Context: an optimization exercise on an open-source flow, tuned for small area and a short achievable clock period. The choices shown serve that exercise and are no tape-out recipe. Where RTL was checked, it was by simulation tests only, not by an equivalence proof against the original. Power figures rest on the tool's default switching activity, not on a simulated workload.

== P ==
Design adler32, start of the top module:
module adler32 (
  input         rst_n, clk,
  input         size_valid,
  input  [31:0] size,
  input         data_start,
  input  [ 7:0] data,
  output        checksum_valid,
  output [31:0] checksum
);
Size in the first run: about 67 flip-flops.
export LEC_CHECK = 0
export ABC_AREA = 1
export CAP_MARGIN = 20
export CORE_MARGIN = 2
export CORE_UTILIZATION = 40
export SETUP_SLACK_MARGIN = 3.6
export SLEW_MARGIN = 20
create_clock -name core_clock -period 6.5 [get_ports {clk}]
standard.sh (not shown) runs the stock make flow with config.mk's settings and CLKGATE_MAP_FILE= SYNTH_SCRIPT=/design/flow/synth_recipe.tcl, a recipe that flattens the netlist after the stock synthesis.
==> flow/flow/run.sh <==
#!/bin/bash
# The standard ORFS layout with two changes:
#  - Yosys's full/half-adder extraction is off (ADDER_MAP_FILE empty), so
#    ABC maps all of the arithmetic itself;
#  - ports are buffered with buf_2 instead of the default delay buffer.
set -u
export ADDER_MAP_FILE=
export BUFFER_PORTS_ARGS="-buffer_cell sky130_fd_sc_hd__buf_2"
bash standard.sh > standard.log 2>&1
P reached the end of the flow, and the finished layout is clean on the timing, design-rule and antenna checks.
--- input diff P..S ---
- swapping 3.6 for 3.0 in SETUP_SLACK_MARGIN
==> summary.txt <==
- Between P and S, non-clock buffering overhead in the final layout is lower for S, P comes in above that.
- Comparing P and S, the higher worst path arrival time is on P.
- The lower peak clock frequency supported by timing of P and S is in P.
- Compared with P, S shows a lower via count.
- For the sequential share of layout area, S came in 4.0 points higher than P did.
- Of the two candidates, P has the worse leakage component of the power and S the better one.
- The final reports for S and P show clock network contribution to total cell area higher in the former.
- Largest fanout on the critical path: higher on S
No run of this note included a check of the RTL's function; only the layout flow was run.

* * *

== umber ==
Another version of the RTL of adler32 (not shown whole).
For scale: about 1000 cells after synthesis, ~67 flip-flops, ~0.0059 mm² of cells after synthesis.
==> flow/config.mk <==
export PLATFORM = sky130hd
export DESIGN_NAME = adler32
export DESIGN_NICKNAME = adler32
export VERILOG_FILES = /design/flow/design.v
export SDC_FILE = /design/flow/constraint.sdc
export NUM_CORES = 4
export LEC_CHECK = 0
export ABC_AREA = 1
export CAP_MARGIN = 20
export CORE_MARGIN = 2
export CORE_UTILIZATION = 40
export PLACE_DENSITY = 0.8
export SETUP_SLACK_MARGIN = 3.2
export SLEW_MARGIN = 20
==> flow/constraint.sdc <==
create_clock -name core_clock -period 6.5 [get_ports {clk}]
set_input_delay 1.3000 -clock core_clock [delete_from_list [all_inputs] [get_ports {clk}]]
set_output_delay 1.3000 -clock core_clock [all_outputs]
set_load 0.01 [all_outputs]
==> flow/flow/run.sh <==
#!/bin/bash
# The standard ORFS layout with two changes:
#  - Yosys's full/half-adder extraction is off (ADDER_MAP_FILE empty), so
#    ABC maps all of the arithmetic itself;
#  - ports are buffered with buf_1 instead of the default delay buffer.
set -u
export ADDER_MAP_FILE=
export BUFFER_PORTS_ARGS="-buffer_cell sky130_fd_sc_hd__buf_1"
bash standard.sh > standard.log 2>&1
umber completed end to end with timing, DRC and antenna clean.
Setup changes, umber to onyx
--- a/flow/config.mk
+++ b/flow/config.mk
@@ -10,5 +10,5 @@
 export CORE_MARGIN = 2
 export CORE_UTILIZATION = 40
-export PLACE_DENSITY = 0.8
-export SETUP_SLACK_MARGIN = 3.2
+export PLACE_DENSITY = 0.75
+export SETUP_SLACK_MARGIN = 3.0
 export SLEW_MARGIN = 20
==> summary.txt <==
Routed wire length was lower in the run labelled onyx.
Compared with umber, in onyx met3 layer usage reported by global route saw a decrease; final design instance area without fill saw a decrease; maximum frequency from static timing analysis saw a decrease.
diff inputs: onyx => maple
--- a/flow/config.mk
+++ b/flow/config.mk
@@ -11,4 +11,4 @@
 export CORE_UTILIZATION = 40
 export PLACE_DENSITY = 0.75
-export SETUP_SLACK_MARGIN = 3.0
+export SETUP_SLACK_MARGIN = 3.35
 export SLEW_MARGIN = 20
- The final layout from maple, which completed every stage, passed the timing, design-rule and antenna checks at the end of the flow.
- Of the two values seen for dominant power group, combinational logic was produced by maple and clock by onyx.
- Compared to onyx, the router laid down more metal wire for maple.
- The number of instances on the worst hold path of onyx and that of maple are within noise of each other.
- Compared maple vs onyx, and relative contribution of combinational cells to total power is up in maple.
- Static power due to leakage of maple exceeds that of onyx by a little under 10%.
- maple ends up with higher combinational power than onyx does.
- Startpoint of the worst setup timing path: data[5] -> maple, data[4] -> onyx
- Between onyx and maple, the cell count went up.
### maple -> cedar
--- a/flow/config.mk
+++ b/flow/config.mk
@@ -10,5 +10,5 @@
 export CORE_MARGIN = 2
 export CORE_UTILIZATION = 40
-export PLACE_DENSITY = 0.75
-export SETUP_SLACK_MARGIN = 3.35
+export PLACE_DENSITY = 0.7
+export SETUP_SLACK_MARGIN = 3.25
 export SLEW_MARGIN = 20
## What came out
cedar vs. maple: sequential share of layout area increased 1.1 points; shortest clock period the worst path allows after layout increased 9.2 ps; largest incremental delay on the critical path decreased 70 ps.
### cedar -> violet
--- a/flow/config.mk
+++ b/flow/config.mk
@@ -10,5 +10,5 @@
 export CORE_MARGIN = 2
 export CORE_UTILIZATION = 40
-export PLACE_DENSITY = 0.7
-export SETUP_SLACK_MARGIN = 3.25
+export PLACE_DENSITY = 0.75
+export SETUP_SLACK_MARGIN = 3.2
 export SLEW_MARGIN = 20
violet: done, clean on timing, DRC and antenna. Final critical-path share of the clock period in violet vs cedar: up 0.19 points. Higher largest fanout on the critical path was reported by violet, not cedar. Row maximum achievable frequency: violet lower / cedar higher. Filler cell count of violet falls short of that of cedar by a few percent. Worst path setup slack after routing on violet is down relative to cedar. Against cedar, global placement routability congestion in violet fell by a few percent. cedar has a lower overall power after layout than violet. Relative to cedar, post-route cell area has decreased by 1.1% in violet.

* * *

run 1:
Another version of the RTL of adler32 (not shown whole).
Size in the first run: roughly 980 cells after synthesis, roughly 77 I/O pins.
clock: 6.5 ns
lec_check: 0
abc_area: 1
cap_margin: 20
core_margin: 2
core_utilization: 40
setup_slack_margin: 3.1
slew_margin: 20
==> flow/flow/run.sh <==
#!/bin/bash
# The standard ORFS layout with two changes:
#  - Yosys's full/half-adder extraction is off (ADDER_MAP_FILE empty), so
#    ABC maps all of the arithmetic itself;
#  - ports are buffered with buf_2 instead of the default delay buffer.
set -u
export ADDER_MAP_FILE=
export BUFFER_PORTS_ARGS="-buffer_cell sky130_fd_sc_hd__buf_2"
bash standard.sh > standard.log 2>&1
Run 1 completed end to end with timing, DRC and antenna clean.
Relative to run 1, the following input files were edited for run 2:
- PLACE_DENSITY now 0.9, previously not set
- SETUP_SLACK_MARGIN now 3.0, was 3.1
diff --git a/flow/flow/run.sh b/flow/flow/run.sh
--- a/flow/flow/run.sh
+++ b/flow/flow/run.sh
@@ -5 +5 @@
-#  - ports are buffered with buf_2 instead of the default delay buffer.
+#  - ports are buffered with buf_1 instead of the default delay buffer.
@@ -8 +8 @@
-export BUFFER_PORTS_ARGS="-buffer_cell sky130_fd_sc_hd__buf_2"
+export BUFFER_PORTS_ARGS="-buffer_cell sky130_fd_sc_hd__buf_1"
Findings:
Between run 2 and run 1, critical path depth is lower for run 2, run 1 comes in above that. On detailed placement HPWL, run 2 tracks run 1 almost exactly. The setup slack of run 2 is smaller than that of run 1. [run 2 vs run 1] portion of total power attributed to combinational logic: higher in run 2. Run 1 has a lower slew at the pin with the worst max-slew slack than run 2. Summary — clock buffer count in the final layout, run 2 relative to run 1: lower, by 4. From run 1 to run 2 the numbers moved as follows: global-route usage went up 0.49 points, post-layout total power saw an increase, total length of routed wires up 11%.
Here is what was changed in the inputs of run 3 compared with run 2.
- CORE_UTILIZATION now 65, was 40
- PLACE_DENSITY no longer set, was 0.9
- CTS_BUF_LIST now sky130_fd_sc_hd__clkbuf_8, previously not set
- SETUP_SLACK_MARGIN now 3.2, was 3.0
diff --git a/flow/flow/run.sh b/flow/flow/run.sh
--- a/flow/flow/run.sh
+++ b/flow/flow/run.sh
@@ -5 +5 @@
-#  - ports are buffered with buf_1 instead of the default delay buffer.
+#  - ports are buffered with buf_2 instead of the default delay buffer.
@@ -8 +8 @@
-export BUFFER_PORTS_ARGS="-buffer_cell sky130_fd_sc_hd__buf_1"
+export BUFFER_PORTS_ARGS="-buffer_cell sky130_fd_sc_hd__buf_2"
## What came out
On run 3: count of TritonRoute iterations in the first routing pass is 3 higher than what run 2 gave.
Post-placement cell count (run 3 over run 2): decrease, 5.9%
Run 3 ended up with data[7] as its launch point of the critical path; run 2 ended up with data[4].
Run 2 has a higher worst-case setup margin in the final layout than run 3.
met3 routing resource usage after global routing ends up lower on run 2.
Run 3 vs. run 2: first-pass GRT wire length now smaller; fraction of area in registers went down 1.2 points; clock skew picked up an extra 7.1 ps; post-placement cell area comparable.
Remaining max-slew budget at the tightest pin: run 3 vs run 2 up 0.66 points
Est. power | run 3 vs run 2 | run 3 higher
The inputs of run 4 differ from those of run 3 as listed below.
- PLACE_DENSITY newly set to 0.75
- CORE_UTILIZATION changed from 65 to 40
- CTS_BUF_LIST removed (was sky130_fd_sc_hd__clkbuf_8)
- SETUP_SLACK_MARGIN changed from 3.2 to 3.0
diff --git a/flow/flow/run.sh b/flow/flow/run.sh
--- a/flow/flow/run.sh
+++ b/flow/flow/run.sh
@@ -5 +5 @@
-#  - ports are buffered with buf_2 instead of the default delay buffer.
+#  - ports are buffered with buf_1 instead of the default delay buffer.
@@ -8 +8 @@
-export BUFFER_PORTS_ARGS="-buffer_cell sky130_fd_sc_hd__buf_2"
+export BUFFER_PORTS_ARGS="-buffer_cell sky130_fd_sc_hd__buf_1"
Notes after the runs:
Compared with run 3, run 4 shows global-route usage lower by 11 points. Taking run 3 as the reference, in run 4 global-route wire length before repair -about 2.7%, met3 track utilization from global routing -1.9 points, clock power share +7.5 points.
[inputs] run 5 vs run 4
- an added CTS_BUF_LIST of sky130_fd_sc_hd__clkbuf_4
- a deleted PLACE_DENSITY that had been 0.75
diff --git a/flow/flow/run.sh b/flow/flow/run.sh
--- a/flow/flow/run.sh
+++ b/flow/flow/run.sh
@@ -5 +5 @@
-#  - ports are buffered with buf_1 instead of the default delay buffer.
+#  - ports are buffered with buf_2 instead of the default delay buffer.
@@ -8 +8 @@
-export BUFFER_PORTS_ARGS="-buffer_cell sky130_fd_sc_hd__buf_1"
+export BUFFER_PORTS_ARGS="-buffer_cell sky130_fd_sc_hd__buf_2"
Findings:
- Run 5 | stages: all done | timing, DRC, antenna: all pass
- Looking at the reports, run 4 completed the entire flow and the layout it produced met the timing, design-rule and antenna checks.
- Reported for run 5 and run 4, area inside the core boundary turned out identical to the last digit.
- Run 5 and run 4 ended up with nearly the same met3 usage.
- Comparing via count for run 5 and run 4, the smaller number came from run 5.
- Minimum clock period (higher): run 4
- Compared with run 4, number of non-clock buffers in run 5 decreased by a little under 10%.
- Summary of run 5 over run 4: power down 300 uW; routed wire length down 1.2%; area overhead of the layout relative to synthesis down 4.9 points; global-route usage up 0.44 points.
Input-level comparison between run 6 and run 5:
- removing CTS_BUF_LIST (formerly sky130_fd_sc_hd__clkbuf_4)
- changing SETUP_SLACK_MARGIN from 3.0 to 3.25
Results
Going from run 5 to run 6, detailed route wirelength on metal2 now sits higher; hold slack now sits lower; switching power now sits higher.
Changes observed in run 6 relative to run 5: post-route clock skew shrank by 4.3 ps, number of global-route vias before repair up 2.8%.

## static timing again, ports no longer ideal
The flow's constraints put no driver on any port. The routed layouts listed below were extracted and timed again, unchanged, in two steps. Step 1, drivers: a clkbuf_16 drives clk and a buf_2 each remaining input, both assumed. Step 2 also shifts input and output timing later by t, the mid clock arrival at the registers, as if the neighbouring blocks saw the same clock. a / b / c = ideal ports / drivers / drivers and shift; a / b = the first two.
run	t, ns	slack for setup (ns)	clock arrival spread, ns	worst register clock-pin slew, ns
P	0.382	3.104 / 3.071 / 2.689	0.005 / 0.006	0.06 / 0.06
S	0.374	3.171 / 3.191 / 2.817	0.005 / 0.005	0.06 / 0.06
umber	0.387	3.317 / 3.329 / 2.942	0.012 / 0.012	0.06 / 0.06
onyx	0.386	3.235 / 3.246 / 2.860	0.004 / 0.004	0.06 / 0.06
maple	0.386	3.396 / 3.412 / 3.026	0.005 / 0.004	0.06 / 0.06
cedar	0.383	3.387 / 3.403 / 3.020	0.008 / 0.009	0.06 / 0.06
violet	0.385	3.374 / 3.385 / 3.000	0.005 / 0.005	0.06 / 0.06
run 1	0.375	3.181 / 3.201 / 2.826	0.004 / 0.004	0.06 / 0.06
run 2	0.389	2.933 / 2.945 / 2.557	0.008 / 0.007	0.06 / 0.06
run 3	0.407	2.801 / 2.802 / 2.395	0.013 / 0.013	0.09 / 0.09
run 4	0.383	3.147 / 3.164 / 2.781	0.004 / 0.005	0.06 / 0.06
run 5	0.468	3.242 / 3.254 / 2.786	0.009 / 0.008	0.11 / 0.11
run 6	0.379	3.160 / 3.149 / 2.770	0.005 / 0.004	0.06 / 0.06
After both steps setup and hold are still met in every run listed. The setup slack of run 5, which loses most, moves by +0.012 ns with the drivers and by -0.456 ns with both steps.
